From an optimization exercise on the open Yosys and OpenROAD flow, aimed at small area and few clock cycles per item; shortcuts taken in it are not production practice. At most, simulation tests tie the RTL to the original design; equivalence was not proved. Power is estimated from default activity; no workload was simulated.

Setup of rev 12:
==> flow/design.v <==
`timescale 1ns/1ps
module subc_divide(
    input  logic         clk,
    input  logic         rst,
    input  logic         invalid,
    output logic         inready,
    input  logic [31:0]  a,
    input  logic [31:0]  b,
    input  logic [5:0]   nbits,
    input  logic         outready,
    output logic         outvalid,
    output logic [31:0]  z
);
    localparam int K  = 2;
    localparam int MS = (32 + K - 1) / K;      
    localparam int QW = K * MS;                
    localparam int DW = 1;                     
    localparam int CW = 5;                     
    logic [31:0]   b_r;       
    logic [31:0]   r_r;       
    logic [QW-1:0] q_r;       
    logic [DW-1:0] d_r;       
    logic [CW-1:0] cnt;       
    logic          busy;      
    logic          ov;        
    assign inready  = ~busy & (~ov | outready);
    assign outvalid = ov;
    assign z        = 32'(q_r >> d_r);
    wire acc = invalid & inready;
    function automatic logic [32:0] step(input logic [31:0] ri, input logic [31:0] bi);
        logic [31:0] t, p, g, c, gg, pp, gn, pn;
        logic        qb;
        t  = {ri[30:0], 1'b0};
        p  = t ^ ~bi;
        g  = t & ~bi;
        gg = {g[31:1], g[0] | p[0]};        
        pp = p;
        for (int l = 0; l < 5; l++)
            for (int i = 0; i < 32; i++)
                if ((i + 1) % (2 << l) == 0) begin
                    gg[i] = gg[i] | (pp[i] & gg[i - (1 << l)]);
                    pp[i] = pp[i] & pp[i - (1 << l)];
                end
        for (int l = 3; l >= 0; l--)
            for (int i = 0; i < 32; i++)
                if ((i + 1) % (2 << l) == (1 << l) && i >= (2 << l)) begin
                    gg[i] = gg[i] | (pp[i] & gg[i - (1 << l)]);
                    pp[i] = pp[i] & pp[i - (1 << l)];
                end
        c  = {gg[30:0], 1'b1};              
        qb = ri[31] | gg[31];
        step = {qb, qb ? (p ^ c) : t};
    endfunction
    logic [31:0]  rs [0:K];
    logic [K-1:0] qb;
    wire  [31:0]  bs = (b_r & {32{busy}}) | (b & {32{~busy}});
    assign rs[0] = busy ? r_r : a;
    for (genvar i = 0; i < K; i++) begin : g_step
        wire [32:0] st = step(rs[i], bs);
        assign qb[K-1-i] = st[32];
        assign rs[i+1]   = st[31:0];
    end
    logic [CW-1:0] m_in;
    logic [DW-1:0] d_in;
    always_comb begin
        m_in = '0;
        d_in = '0;
        for (int i = 0; i <= 32; i++)
            if (nbits == 6'(i)) begin
                m_in = CW'((i + K - 1) / K);
                d_in = DW'(K * ((i + K - 1) / K) - i);
            end
    end
    always_ff @(posedge clk) begin
        r_r <= rs[K];
        b_r <= bs;
        if (acc)
            d_r <= d_in;
        if (acc)
            q_r <= (nbits == 6'd0) ? '0 : QW'(qb);
        else if (busy)
            q_r <= {q_r[QW-1-K:0], qb};
        if (~busy)
            cnt <= m_in - CW'(1);
        else
            cnt <= cnt - CW'(1);
    end
    always_ff @(posedge clk) begin
        if (rst) begin
            busy <= 1'b0;
            ov   <= 1'b0;
        end else if (busy) begin
            if (cnt == CW'(1)) begin
                busy <= 1'b0;
                ov   <= 1'b1;
            end
        end else if (acc) begin
            busy <= (m_in > CW'(1));
            ov   <= (m_in <= CW'(1));
        end else if (outready) begin
            ov   <= 1'b0;
        end
    end
endmodule
Settings: LEC_CHECK=0, CAP_MARGIN=20, CORE_MARGIN=2, CORE_UTILIZATION=40, SLEW_MARGIN=20; clock period 8.0 ns.
standard.sh (not shown) runs the stock make flow with config.mk's settings and CLKGATE_MAP_FILE= SYNTH_SCRIPT=/design/flow/synth_recipe.tcl, a recipe that flattens the netlist after the stock synthesis.
==> flow/flow/run.sh <==
#!/bin/bash
# The standard layout, with the port buffers made of the smallest buffer cell
# (buf_1) instead of the delay buffer buffer_ports picks by default. Every
# input and output port still gets its own buffer.
set -euo pipefail
export BUFFER_PORTS_ARGS="-buffer_cell sky130_fd_sc_hd__buf_1"
bash standard.sh finish > standard_flow.log 2>&1
Rev 12 | stages: all done | timing, DRC, antenna: all pass
Input changes introduced in rev 13 (baseline for comparison: rev 12):
-- flow/design.v --
<<< rev 12, line 28
    assign z        = 32'(q_r >> d_r);
    wire acc = invalid & inready;
    function automatic logic [32:0] step(input logic [31:0] ri, input logic [31:0] bi);
        logic [31:0] t, p, g, c, gg, pp, gn, pn;
        logic        qb;
        t  = {ri[30:0], 1'b0};
        p  = t ^ ~bi;
        g  = t & ~bi;
        gg = {g[31:1], g[0] | p[0]};        
        pp = p;
        for (int l = 0; l < 5; l++)
            for (int i = 0; i < 32; i++)
                if ((i + 1) % (2 << l) == 0) begin
                    gg[i] = gg[i] | (pp[i] & gg[i - (1 << l)]);
                    pp[i] = pp[i] & pp[i - (1 << l)];
                end
        for (int l = 3; l >= 0; l--)
            for (int i = 0; i < 32; i++)
                if ((i + 1) % (2 << l) == (1 << l) && i >= (2 << l)) begin
                    gg[i] = gg[i] | (pp[i] & gg[i - (1 << l)]);
                    pp[i] = pp[i] & pp[i - (1 << l)];
                end
        c  = {gg[30:0], 1'b1};              
        qb = ri[31] | gg[31];
        step = {qb, qb ? (p ^ c) : t};
    endfunction
    logic [31:0]  rs [0:K];
    logic [K-1:0] qb;
    wire  [31:0]  bs = (b_r & {32{busy}}) | (b & {32{~busy}});
    assign rs[0] = busy ? r_r : a;
    for (genvar i = 0; i < K; i++) begin : g_step
        wire [32:0] st = step(rs[i], bs);
        assign qb[K-1-i] = st[32];
        assign rs[i+1]   = st[31:0];
    end
    logic [CW-1:0] m_in;
>>> rev 13, line 28
    assign z        = 32'(q_r >> d_r);
    wire acc = invalid & inready;
    logic [31:0]  rs [0:K];
    logic [K-1:0] qb;
    wire  [31:0]  bs = busy ? b_r : b;
    assign rs[0] = busy ? r_r : a;
    for (genvar i = 0; i < K; i++) begin : g_step
        wire [31:0] t  = {rs[i][30:0], 1'b0};
        wire [32:0] df = {1'b0, t} - {1'b0, bs};
        assign qb[K-1-i] = rs[i][31] | ~df[32];
        assign rs[i+1]   = qb[K-1-i] ? df[31:0] : t;
    end
    logic [CW-1:0] m_in;
Notes after the runs:
Rev 13 went all the way through the flow, and no timing, DRC or antenna check failed.
Rev 12 did not stop at any stage, and its layout met the timing, design-rule and antenna checks.
| portion of total power attributed to combinational logic | rev 13 vs rev 12 | 2.8 points higher |
When the final numbers for rev 13 and rev 12 were put side by side, the share of power burned in the clock network turned out to be greater in rev 12.
Overall global routing resource usage on rev 13 is up relative to rev 12.
Delta(worst setup slack, rev 13 - rev 12) < 0
Worst hold slack deteriorates in rev 13 relative to rev 12.
Going from rev 12 to rev 13, critical path depth went down by 1; multi-input logic area went up by about 9%.
Compared with rev 12, rev 13 shows a lower fraction of the mapped netlist area in adder cells.
Diff rev 13..rev 12 | number of setup violations in the final report | unchanged
Delta (rev 13 minus rev 12): sequential share of layout area down 1.0 points, average cell area after synthesis has decreased.
Testbench counts of rev 13, summed over its fixed seeds: cycles 27,628, items 3,200.
No functional check of the RTL was part of rev 12.

Setup of oak:
subc_divide, a different RTL version from the one above (not shown whole).
Size: about 100 flip-flops, roughly 110 I/O pins.
==> module subc_divide, before the edit <==
module subc_divide(
    input  logic         clk,
    input  logic         rst,
    input  logic         invalid,
    output logic         inready,
    input  logic [31:0]  a,
    input  logic [31:0]  b,
    input  logic [5:0]   nbits,
    input  logic         outready,
    output logic         outvalid,
    output logic [31:0]  z
);
    logic [31:0] b_r;       
    logic [31:0] r_r;       
    logic [31:0] q_r;       
    logic [1:0]  d_r;       
    logic [3:0]  cnt;       
    logic        busy;      
    logic        ov;        
    assign inready  = ~busy & (~ov | outready);
    assign outvalid = ov;
    assign z        = q_r >> d_r;
    wire acc = invalid & inready;
    function automatic logic [32:0] step(input logic [31:0] ri, input logic [31:0] bi);
        logic [31:0] t, p, g, c, gg, pp, gn, pn;
        logic        qb;
        t  = {ri[30:0], 1'b0};
        p  = t ^ ~bi;
        g  = t & ~bi;
        gg = {g[31:1], g[0] | p[0]};        
        pp = p;
        for (int l = 0; l < 5; l++) begin
            gn = gg;
            pn = pp;
            for (int i = 0; i < 32; i++)
                if (((i >> l) & 1) == 1) begin
                    gn[i] = gg[i] | (pp[i] & gg[((i >> l) << l) - 1]);
                    pn[i] = pp[i] & pp[((i >> l) << l) - 1];
                end
            gg = gn;
            pp = pn;
        end
        c  = {gg[30:0], 1'b1};              
        qb = ri[31] | gg[31];
        step = {qb, qb ? (p ^ c) : t};
    endfunction
    wire [31:0] bs = busy ? b_r : b;
    wire [32:0] s1 = step(r_r, b_r);
    wire [31:0] r1 = busy ? s1[31:0] : a;
    wire [32:0] s2 = step(r1, bs);
    wire [32:0] s3 = step(s2[31:0], bs);
    wire [2:0]  qb = {s1[32], s2[32], s3[32]};
    logic [3:0] m_in;
    logic [1:0] d_in;
    always_comb begin
        m_in = 4'd1;
        d_in = 2'd0;
        for (int i = 3; i <= 32; i++)
            if (nbits == 6'(i)) begin
                m_in = 4'(1 + (i + 2 - 2) / 3);
                d_in = 2'(2 + 3 * ((i + 2 - 2) / 3) - i);
            end
        if (nbits == 6'd1)
            d_in = 2'd1;
    end
    always_ff @(posedge clk) begin
        r_r <= s3[31:0];
        b_r <= bs;
        if (acc)
            d_r <= d_in;
        if (acc)
            q_r <= (nbits == 6'd0) ? 32'd0 : {30'd0, qb[1:0]};
        else if (busy)
            q_r <= {q_r[28:0], qb};
        if (~busy)
            cnt <= m_in - 4'd1;
        else
            cnt <= cnt - 4'd1;
    end
    always_ff @(posedge clk) begin
        if (rst) begin
            busy <= 1'b0;
            ov   <= 1'b0;
        end else if (busy) begin
            if (cnt == 4'd1) begin
                busy <= 1'b0;
                ov   <= 1'b1;
            end
        end else if (acc) begin
            busy <= (m_in > 4'd1);
            ov   <= (m_in == 4'd1);
        end else if (outready) begin
            ov   <= 1'b0;
        end
    end
endmodule
export LEC_CHECK = 0
export CAP_MARGIN = 20
export CORE_MARGIN = 2
export CORE_UTILIZATION = 40
export SLEW_MARGIN = 20
create_clock -name core_clock -period 8.0 [get_ports {clk}]
run.sh (not shown) runs the stock make flow with config.mk's settings and CLKGATE_MAP_FILE= SYNTH_SCRIPT=/design/flow/synth_recipe.tcl, a recipe that flattens the netlist after the stock synthesis.
Stock flow here: none of the scripts above is used.
## Diff of input files: pine against oak
--- a/flow/design.v
+++ b/flow/design.v
@@ -24,25 +24,11 @@
     wire acc = invalid & inready;
     function automatic logic [32:0] step(input logic [31:0] ri, input logic [31:0] bi);
-        logic [31:0] t, p, g, c, gg, pp, gn, pn;
+        logic [31:0] t;
+        logic [32:0] df;
         logic        qb;
         t  = {ri[30:0], 1'b0};
-        p  = t ^ ~bi;
-        g  = t & ~bi;
-        gg = {g[31:1], g[0] | p[0]};        
-        pp = p;
-        for (int l = 0; l < 5; l++) begin
-            gn = gg;
-            pn = pp;
-            for (int i = 0; i < 32; i++)
-                if (((i >> l) & 1) == 1) begin
-                    gn[i] = gg[i] | (pp[i] & gg[((i >> l) << l) - 1]);
-                    pn[i] = pp[i] & pp[((i >> l) << l) - 1];
-                end
-            gg = gn;
-            pp = pn;
-        end
-        c  = {gg[30:0], 1'b1};              
-        qb = ri[31] | gg[31];
-        step = {qb, qb ? (p ^ c) : t};
+        df = {1'b0, t} - {1'b0, bi};
+        qb = ri[31] | ~df[32];
+        step = {qb, qb ? df[31:0] : t};
     endfunction
     wire [31:0] bs = busy ? b_r : b;
oak completed; timing, DRC and antenna clean
pine | stages: all done | timing, DRC, antenna: all pass
Compared pine vs oak, and layout buffer count excluding clock buffers is up in pine.
When the final numbers for pine and oak were put side by side, the fmax turned out to be smaller in pine.
Relative to oak, pine degrades least setup slack across all paths after layout.
Higher number of gates resized after cts goes to pine over oak.
In pine the multi-input gate share of total cell area turned out 0.24 points higher than in oak.
Looking only at synthesis-to-finish area growth, and setting everything else aside, the higher value of pine and oak goes to pine.
The run showing the smaller final net count is oak.
Going from oak to pine, the synthesized cell count was found to have gone up by 78.
Sequential power of pine is on par with oak.
The detailed-routed wire length on met2 in pine sits about 10% above the value recorded for oak.
Function was not checked in any run of this note: the RTL went through the layout flow alone.

[what the ideal ports hide]
How much do the figures lean on ideal ports? The routed layouts below were timed once more, with nothing changed but the port constraints.
Step 1 sets driving cells, clkbuf_16 on the clock port and buf_2 on the other inputs (assumed; they add their load-dependent delay and slew).
Step 2 also shifts input and output timing later by t, the mid clock arrival at the registers, as if the neighbouring blocks saw the same clock.
a / b / c = no drivers / after step 1 / after step 2; a / b = the first two.
| run | t, ns | slack for setup (ns) | worst register clock-pin slew, ns |
|---|---|---|---|
| rev 12 | 0.406 | 0.558 / 0.554 / 0.147 | 0.09 / 0.09 |
| rev 13 | 0.407 | 0.551 / 0.571 / 0.163 | 0.09 / 0.09 |
| oak | 0.415 | 0.376 / 0.376 / 0.376 | 0.09 / 0.09 |
| pine | 0.415 | 0.132 / 0.132 / 0.132 | 0.09 / 0.09 |
After both steps every run listed still meets setup and hold. For rev 12, which loses most, drivers alone change the setup slack by -0.004 ns; drivers and shift together by -0.411 ns.
